Context: an optimization exercise on an open-source flow, tuned for small area and a short achievable clock period. The choices shown serve that exercise and are no tape-out recipe.
In this exercise RTL edits were held to simulation tests only and were not proved equivalent to the original.
Power and IR drop assume default switching activity.

==> raven: inputs <==
Design ALU_TOP, start of the top module:
module ALU_TOP (
  input  wire [15:0] A_TOP,
  input  wire [15:0] B_TOP,
  input  wire [3:0]  ALU_FUN_TOP,
  input  wire        CLK_TOP,
  input  wire        RST_TOP,
  output wire [31:0] Arith_OUT_TOP,
  output wire        Carry_OUT_TOP,
  output wire        Arith_Flag_TOP,
  output wire [15:0] Logic_OUT_TOP,
  output wire        Logic_Flag_TOP,
  output wire [1:0]  CMP_OUT_TOP,
  output wire        CMP_Flag_TOP,
  output wire [15:0] Shift_OUT_TOP,
  output wire        Shift_Flag_TOP
);
==> module DIV_STEP, before the edit <==
module DIV_STEP #(parameter W = 1, parameter INV = 1) (
  input  wire [W-1:0] X,
  input  wire [W-1:0] BL,
  input  wire         BHZ,
  output wire         Q,
  output wire [W-1:0] XN
);
  wire [W:0]   c;
  wire [W-1:0] s;
  wire [W-1:0] y = INV ? BL : ~BL;
  assign c[0] = INV ? 1'b0 : 1'b1;
  genvar j;
  generate for (j = 0; j < W; j = j + 1) begin : g
    assign s[j]   = X[j] ^ y[j] ^ c[j];
    assign c[j+1] = (X[j] & y[j]) | (c[j] & (X[j] ^ y[j]));
  end endgenerate
  assign Q  = BHZ & (INV ? ~c[W] : c[W]);
  assign XN = ~(Q ? s : X);
endmodule
==> module DIV_LAST, before the edit <==
module DIV_LAST (
  input  wire [15:0] T,
  input  wire [15:0] B,
  output wire        Q
);
  wire [16:0] c;
  assign c[0] = 1'b1;
  genvar j;
  generate for (j = 0; j < 16; j = j + 1) begin : g
    assign c[j+1] = (T[j] & ~B[j]) | (c[j] & (T[j] ^ ~B[j]));
  end endgenerate
  assign Q = c[16];
endmodule
==> module DIV_HEAD, before the edit <==
module DIV_HEAD #(parameter K = 11) (
  input  wire [15:0]    A,
  input  wire [15:0]    B,
  output wire [15:16-K] Q,
  output wire [K-1:0]   R
);
  wire [15:1] nz;
  HIGH_OR U_nz (.B(B), .NZ(nz));
  genvar w;
  generate
    for (w = 1; w <= K; w = w + 1) begin : st
      wire [w-1:0] t;
      wire [w-1:0] r;
      if (w == 1) begin : f
        assign t = ~A[15];
      end else if (w % 2) begin : n
        assign t = {st[w-1].r, ~A[16-w]};
      end else begin : p
        assign t = {st[w-1].r, A[16-w]};
      end
      DIV_STEP #(.W(w), .INV(w % 2)) u (.X(t), .BL(B[w-1:0]), .BHZ(~nz[w]), .Q(Q[16-w]), .XN(r));
    end
  endgenerate
  assign R = st[K].r;
endmodule
==> module DIV_TAIL, before the edit <==
module DIV_TAIL #(parameter K = 11) (
  input  wire [15-K:0] A,
  input  wire [15:0]   B,
  input  wire [K-1:0]  RH,
  output wire [15-K:0] Q
);
  wire [15:1] nz;
  HIGH_OR U_nz (.B(B), .NZ(nz));
  genvar w;
  generate
    for (w = K + 1; w <= 15; w = w + 1) begin : st
      wire [w-1:0] t;
      wire [w-1:0] r;
      if (w == K + 1) begin : f
        if (w % 2) begin : n
          assign t = {RH, ~A[16-w]};
        end else begin : p
          assign t = {RH, A[16-w]};
        end
      end else if (w % 2) begin : n
        assign t = {st[w-1].r, ~A[16-w]};
      end else begin : p
        assign t = {st[w-1].r, A[16-w]};
      end
      DIV_STEP #(.W(w), .INV(w % 2)) u (.X(t), .BL(B[w-1:0]), .BHZ(~nz[w]), .Q(Q[16-w]), .XN(r));
    end
  endgenerate
  DIV_LAST u_last (.T({st[15].r, A[0]}), .B(B), .Q(Q[0]));
endmodule
export LEC_CHECK = 0
export ABC_AREA = 1
export CAP_MARGIN = 20
export CORE_MARGIN = 2
export CORE_UTILIZATION = 60
export CTS_BUF_LIST = sky130_fd_sc_hd__clkbuf_8
export SLEW_MARGIN = 20
create_clock -name core_clock -period 140.0 [get_ports {CLK_TOP}]
standard.sh (not shown) runs the stock make flow with config.mk's settings and CLKGATE_MAP_FILE= SYNTH_SCRIPT=/design/flow/synth_recipe.tcl, a recipe that flattens the netlist after the stock synthesis.
==> flow/flow/run.sh <==
#!/bin/bash
# The standard layout (the standard.sh) with these changes:
# - the port buffers are sky130_fd_sc_hd__buf_1 cells;
# - Yosys's synth skips its generic "abc -fast" pass before full-adder
#   extraction (ABC still maps the design to cells afterwards);
# - ABC's area script (ABC_AREA = 1) is replaced by an area-recovering
#   mapping without ABC's buffering and sizing: strash; dch; amap; topo
#   (a copy of ORFS's scripts folder, with only abc_area.script changed);
# - CTS builds a clock tree of clkbuf_8 cells without dummy loads
#   (CTS_ARGS: -sink_clustering_enable -repair_clock_nets -buf_list sky130_fd_sc_hd__clkbuf_8 -dont_use_dummy_load);
set -euo pipefail
cp -r "$FLOW_HOME/scripts" orfs_scripts
printf 'strash\ndch\namap\ntopo\n' > orfs_scripts/abc_area.script
export SCRIPTS_DIR="$PWD/orfs_scripts"
export BUFFER_PORTS_ARGS="-buffer_cell sky130_fd_sc_hd__buf_1"
export SYNTH_ARGS="-noabc"
export SETUP_SLACK_MARGIN=83.3
export CTS_ARGS="-sink_clustering_enable -repair_clock_nets -buf_list sky130_fd_sc_hd__clkbuf_8 -dont_use_dummy_load"
bash standard.sh > standard.log 2>&1
==> inputs of cedar, as changes to raven <==
--- a/flow/design.v
+++ b/flow/design.v
@@ -54,4 +54,4 @@
 endmodule
-module DIV_STEP #(parameter W = 1, parameter INV = 1) (
-  input  wire [W-1:0] X,
+module DIV_STEP #(parameter W = 1) (
+  input  wire [W-1:0] U,
   input  wire [W-1:0] BL,
@@ -59,3 +59,3 @@
   output wire         Q,
-  output wire [W-1:0] XN
+  output wire [W-1:0] UN
 );
@@ -63,14 +63,13 @@
   wire [W-1:0] s;
-  wire [W-1:0] y = INV ? BL : ~BL;
-  assign c[0] = INV ? 1'b0 : 1'b1;
+  assign c[0] = 1'b0;
   genvar j;
   generate for (j = 0; j < W; j = j + 1) begin : g
-    assign s[j]   = X[j] ^ y[j] ^ c[j];
-    assign c[j+1] = (X[j] & y[j]) | (c[j] & (X[j] ^ y[j]));
+    assign s[j]   = U[j] ^ BL[j] ^ c[j];
+    assign c[j+1] = (U[j] & BL[j]) | (c[j] & (U[j] ^ BL[j]));
   end endgenerate
-  assign Q  = BHZ & (INV ? ~c[W] : c[W]);
-  assign XN = ~(Q ? s : X);
+  assign Q  = BHZ & ~c[W];
+  assign UN = Q ? s : U;
 endmodule
 module DIV_LAST (
-  input  wire [15:0] T,
+  input  wire [15:0] U,
   input  wire [15:0] B,
@@ -79,8 +78,8 @@
   wire [16:0] c;
-  assign c[0] = 1'b1;
+  assign c[0] = 1'b0;
   genvar j;
   generate for (j = 0; j < 16; j = j + 1) begin : g
-    assign c[j+1] = (T[j] & ~B[j]) | (c[j] & (T[j] ^ ~B[j]));
+    assign c[j+1] = (U[j] & B[j]) | (c[j] & (U[j] ^ B[j]));
   end endgenerate
-  assign Q = c[16];
+  assign Q = ~c[16];
 endmodule
@@ -123,8 +122,6 @@
         assign t = ~A[15];
-      end else if (w % 2) begin : n
+      end else begin : n
         assign t = {st[w-1].r, ~A[16-w]};
-      end else begin : p
-        assign t = {st[w-1].r, A[16-w]};
       end
-      DIV_STEP #(.W(w), .INV(w % 2)) u (.X(t), .BL(B[w-1:0]), .BHZ(~nz[w]), .Q(Q[16-w]), .XN(r));
+      DIV_STEP #(.W(w)) u (.U(t), .BL(B[w-1:0]), .BHZ(~nz[w]), .Q(Q[16-w]), .UN(r));
     end
@@ -147,16 +144,10 @@
       if (w == K + 1) begin : f
-        if (w % 2) begin : n
-          assign t = {RH, ~A[16-w]};
-        end else begin : p
-          assign t = {RH, A[16-w]};
-        end
-      end else if (w % 2) begin : n
+        assign t = {RH, ~A[16-w]};
+      end else begin : n
         assign t = {st[w-1].r, ~A[16-w]};
-      end else begin : p
-        assign t = {st[w-1].r, A[16-w]};
       end
-      DIV_STEP #(.W(w), .INV(w % 2)) u (.X(t), .BL(B[w-1:0]), .BHZ(~nz[w]), .Q(Q[16-w]), .XN(r));
+      DIV_STEP #(.W(w)) u (.U(t), .BL(B[w-1:0]), .BHZ(~nz[w]), .Q(Q[16-w]), .UN(r));
     end
   endgenerate
-  DIV_LAST u_last (.T({st[15].r, A[0]}), .B(B), .Q(Q[0]));
+  DIV_LAST u_last (.U({st[15].r, ~A[0]}), .B(B), .Q(Q[0]));
 endmodule
==> flow/flow/run.sh (replaced) <==
#!/bin/bash
# The standard layout (the standard.sh) with these changes:
# - the port buffers are sky130_fd_sc_hd__buf_1 cells;
# - Yosys's synth skips its generic "abc -fast" pass before full-adder
#   extraction (ABC still maps the design to cells afterwards);
set -euo pipefail
export BUFFER_PORTS_ARGS="-buffer_cell sky130_fd_sc_hd__buf_1"
export SYNTH_ARGS="-noabc"
export SETUP_SLACK_MARGIN=82.8
bash standard.sh > standard.log 2>&1
Settings changed: CTS_BUF_LIST sky130_fd_sc_hd__clkbuf_8 to unset.
==> impl_metrics.toml <==
[power]
p_leak_nw = 6.43

[finish]
areaGrowthSynthToFinish_pct = 8.95
layout.cells.most_common = "sky130_fd_sc_hd__nand2_1"
sh_seq_area_pct = 8.22
design_area_sq_um = 14400
layout.filler_cells = 1912

[outcome]
status = "timing/DRC/antenna clean"

[drt]
wl_per_cell_um = 19.6

[timing]
fin_ws_ns = 83.54

[placed_design]
post-place-ws_ns = 81.79
detailed_place_hpwl_um = 29500

[clocking]
clk_pin_slew_worst_paths_ns = 0.06

[global_routing]
globalRouteMet1Util_pct = 47.7
the above is filed under cedar

==> impl_metrics.toml <==
[finish]
layout.filler_cells = 1683
areaGrowthSynthToFinish_pct = 13.6
sh_seq_area_pct = 8.68
layout.cells.most_common = "sky130_fd_sc_hd__o22ai_1"

[drt]
drc_errors = 0
wl_per_cell_um = 22.7

[synthesis]
synth_adder_area_share_pct = 49.4

[placed_design]
post-place-ws_ns = 80.92

[outcome]
status = "timing/DRC/antenna clean"

[clocking]
clk_pin_slew_worst_paths_ns = 0.05
the above is filed under raven



==> v26 <==
RTL: one of the versions met above, not the one the previous note started from.
==> flow/config.mk <==
export PLATFORM = sky130hd
export DESIGN_NAME = ALU_TOP
export DESIGN_NICKNAME = ALU_TOP
export VERILOG_FILES = /design/flow/design.v
export SDC_FILE = /design/flow/constraint.sdc
export NUM_CORES = 4
export LEC_CHECK = 0
export ABC_AREA = 1
export CAP_MARGIN = 20
export CORE_MARGIN = 2
export CORE_UTILIZATION = 60
export CTS_BUF_LIST = sky130_fd_sc_hd__clkbuf_8
export SLEW_MARGIN = 20
==> flow/constraint.sdc <==
create_clock -name core_clock -period 140.0 [get_ports {CLK_TOP}]
set_input_delay 28.0000 -clock core_clock [delete_from_list [all_inputs] [get_ports {CLK_TOP}]]
set_output_delay 28.0000 -clock core_clock [all_outputs]
set_load 0.01 [all_outputs]
==> flow/flow/run.sh <==
#!/bin/bash
# The standard layout (the standard.sh) with these changes:
# - the port buffers are sky130_fd_sc_hd__buf_1 cells;
# - Yosys's synth skips its generic "abc -fast" pass before full-adder
#   extraction (ABC still maps the design to cells afterwards);
# - ABC's area script (ABC_AREA = 1) is replaced by an area-recovering
#   mapping without ABC's buffering and sizing: strash; dch; map -a; strash; dch; map -a; topo
#   (a copy of ORFS's scripts folder, with only abc_area.script changed);
set -euo pipefail
cp -r "$FLOW_HOME/scripts" orfs_scripts
printf 'strash\ndch\nmap -a\nstrash\ndch\nmap -a\ntopo\n' > orfs_scripts/abc_area.script
export SCRIPTS_DIR="$PWD/orfs_scripts"
export BUFFER_PORTS_ARGS="-buffer_cell sky130_fd_sc_hd__buf_1"
export SYNTH_ARGS="-noabc"
export SETUP_SLACK_MARGIN=82.8
bash standard.sh > standard.log 2>&1
==> inputs of v39, as changes to v26 <==
--- a/flow/flow/run.sh
+++ b/flow/flow/run.sh
@@ -8,2 +8,4 @@
 #   (a copy of ORFS's scripts folder, with only abc_area.script changed);
+# - CTS builds a clock tree of clkbuf_8 cells without dummy loads
+#   (CTS_ARGS: -sink_clustering_enable -repair_clock_nets -buf_list sky130_fd_sc_hd__clkbuf_8 -dont_use_dummy_load);
 set -euo pipefail
@@ -15,2 +17,3 @@
 export SETUP_SLACK_MARGIN=82.8
+export CTS_ARGS="-sink_clustering_enable -repair_clock_nets -buf_list sky130_fd_sc_hd__clkbuf_8 -dont_use_dummy_load"
 bash standard.sh > standard.log 2>&1
==> inputs of v1, as changes to v26 <==
--- a/flow/flow/run.sh
+++ b/flow/flow/run.sh
@@ -6,7 +6,9 @@
 # - ABC's area script (ABC_AREA = 1) is replaced by an area-recovering
-#   mapping without ABC's buffering and sizing: strash; dch; map -a; strash; dch; map -a; topo
+#   mapping without ABC's buffering and sizing: strash; dch; amap; topo
 #   (a copy of ORFS's scripts folder, with only abc_area.script changed);
+# - CTS builds a clock tree of clkbuf_8 cells without dummy loads
+#   (CTS_ARGS: -sink_clustering_enable -repair_clock_nets -buf_list sky130_fd_sc_hd__clkbuf_8 -dont_use_dummy_load);
 set -euo pipefail
 cp -r "$FLOW_HOME/scripts" orfs_scripts
-printf 'strash\ndch\nmap -a\nstrash\ndch\nmap -a\ntopo\n' > orfs_scripts/abc_area.script
+printf 'strash\ndch\namap\ntopo\n' > orfs_scripts/abc_area.script
 export SCRIPTS_DIR="$PWD/orfs_scripts"
@@ -15,2 +17,3 @@
 export SETUP_SLACK_MARGIN=82.8
+export CTS_ARGS="-sink_clustering_enable -repair_clock_nets -buf_list sky130_fd_sc_hd__clkbuf_8 -dont_use_dummy_load"
 bash standard.sh > standard.log 2>&1
CTS_BUF_LIST = default   (was sky130_fd_sc_hd__clkbuf_8)
GPL_TIMING_DRIVEN = 0   (was default)
==> comparison table <==
Status: v1 complete, no violations; v26 complete, no violations; v39 complete, no violations
Number of inserted filler cells in the final layout: v1 1618; v26 1717; v39 1734
Die span in y: v1 146 um; v26 148 um; v39 148 um
Count of cells resized by post-cts repair: v1 17; v26 19; v39 19
Wire length of the first global-routing pass: v1 62.8 mm; v26 57.4 mm; v39 57.3 mm
Area taken by flip-flops and latches: v1 1200 sq um; v26 1180 sq um; v39 1180 sq um
Seq/Total Area, Yosys: v1 0.0976; v26 0.0949; v39 0.0949
Met1 capacity usage during global routing: v1 0.543; v26 0.488; v39 0.491
Post-placement cell area: v1 13400 sq um; v26 13500 sq um; v39 13500 sq um
Sequential portion of the cell area: v1 0.0861; v26 0.0848; v39 0.0855
Number of iterations in the first detailed-routing pass: v1 6; v26 5; v39 5
Final Routed Wirelength: v1 39.2 mm; v26 35.5 mm; v39 35.4 mm
Worst Slack Setup Final: v1 83480 ps; v26 83460 ps; v39 83450 ps
Power attributed to combinational cells: v1 0.000148 W; v26 0.000186 W; v39 0.000186 W
Met2 layer usage reported by global route: v1 0.558; v26 0.517; v39 0.516
Met1 wire length: v1 16.1 mm; v26 15.3 mm; v39 15.1 mm
Final #Nets: v1 1899; v26 1914; v39 1914
Gp weighted congestion: v1 0.998; v26 0.953; v39 0.953

## re-timing with driven ports
In the flow no input, the clock included, has a driving cell. The finished layouts below were timed again as built, in two steps. Step 1, drivers: a clkbuf_16 drives CLK_TOP and a buf_2 each remaining input, both assumed. Step 2 moves the port delays by t, midway between the first and last clock arrival at a register: inputs arrive t later, outputs are due t later. That takes back most of the time a late clock gives input paths. Slacks: ideal / step 1 / step 2; pairs: ideal / step 1.
run	t (ns)	slack for setup (ns)	worst setup path at the end	slew at the worst register clock pin (ns)
raven	0.365	83.476 / 83.455 / 83.455	input to output	0.08 / 0.08
cedar	0.380	83.544 / 83.523 / 83.523	input to output	0.06 / 0.06
v26	0.370	83.458 / 83.438 / 83.438	input to output	0.08 / 0.08
v39	0.357	83.449 / 83.429 / 83.429	input to output	0.08 / 0.08
v1	0.380	83.479 / 83.453 / 83.453	input to output	0.08 / 0.08
After both steps every run listed still meets setup and hold. For v1, which loses most, drivers alone change the setup slack by -0.026 ns; drivers and shift together by -0.026 ns.
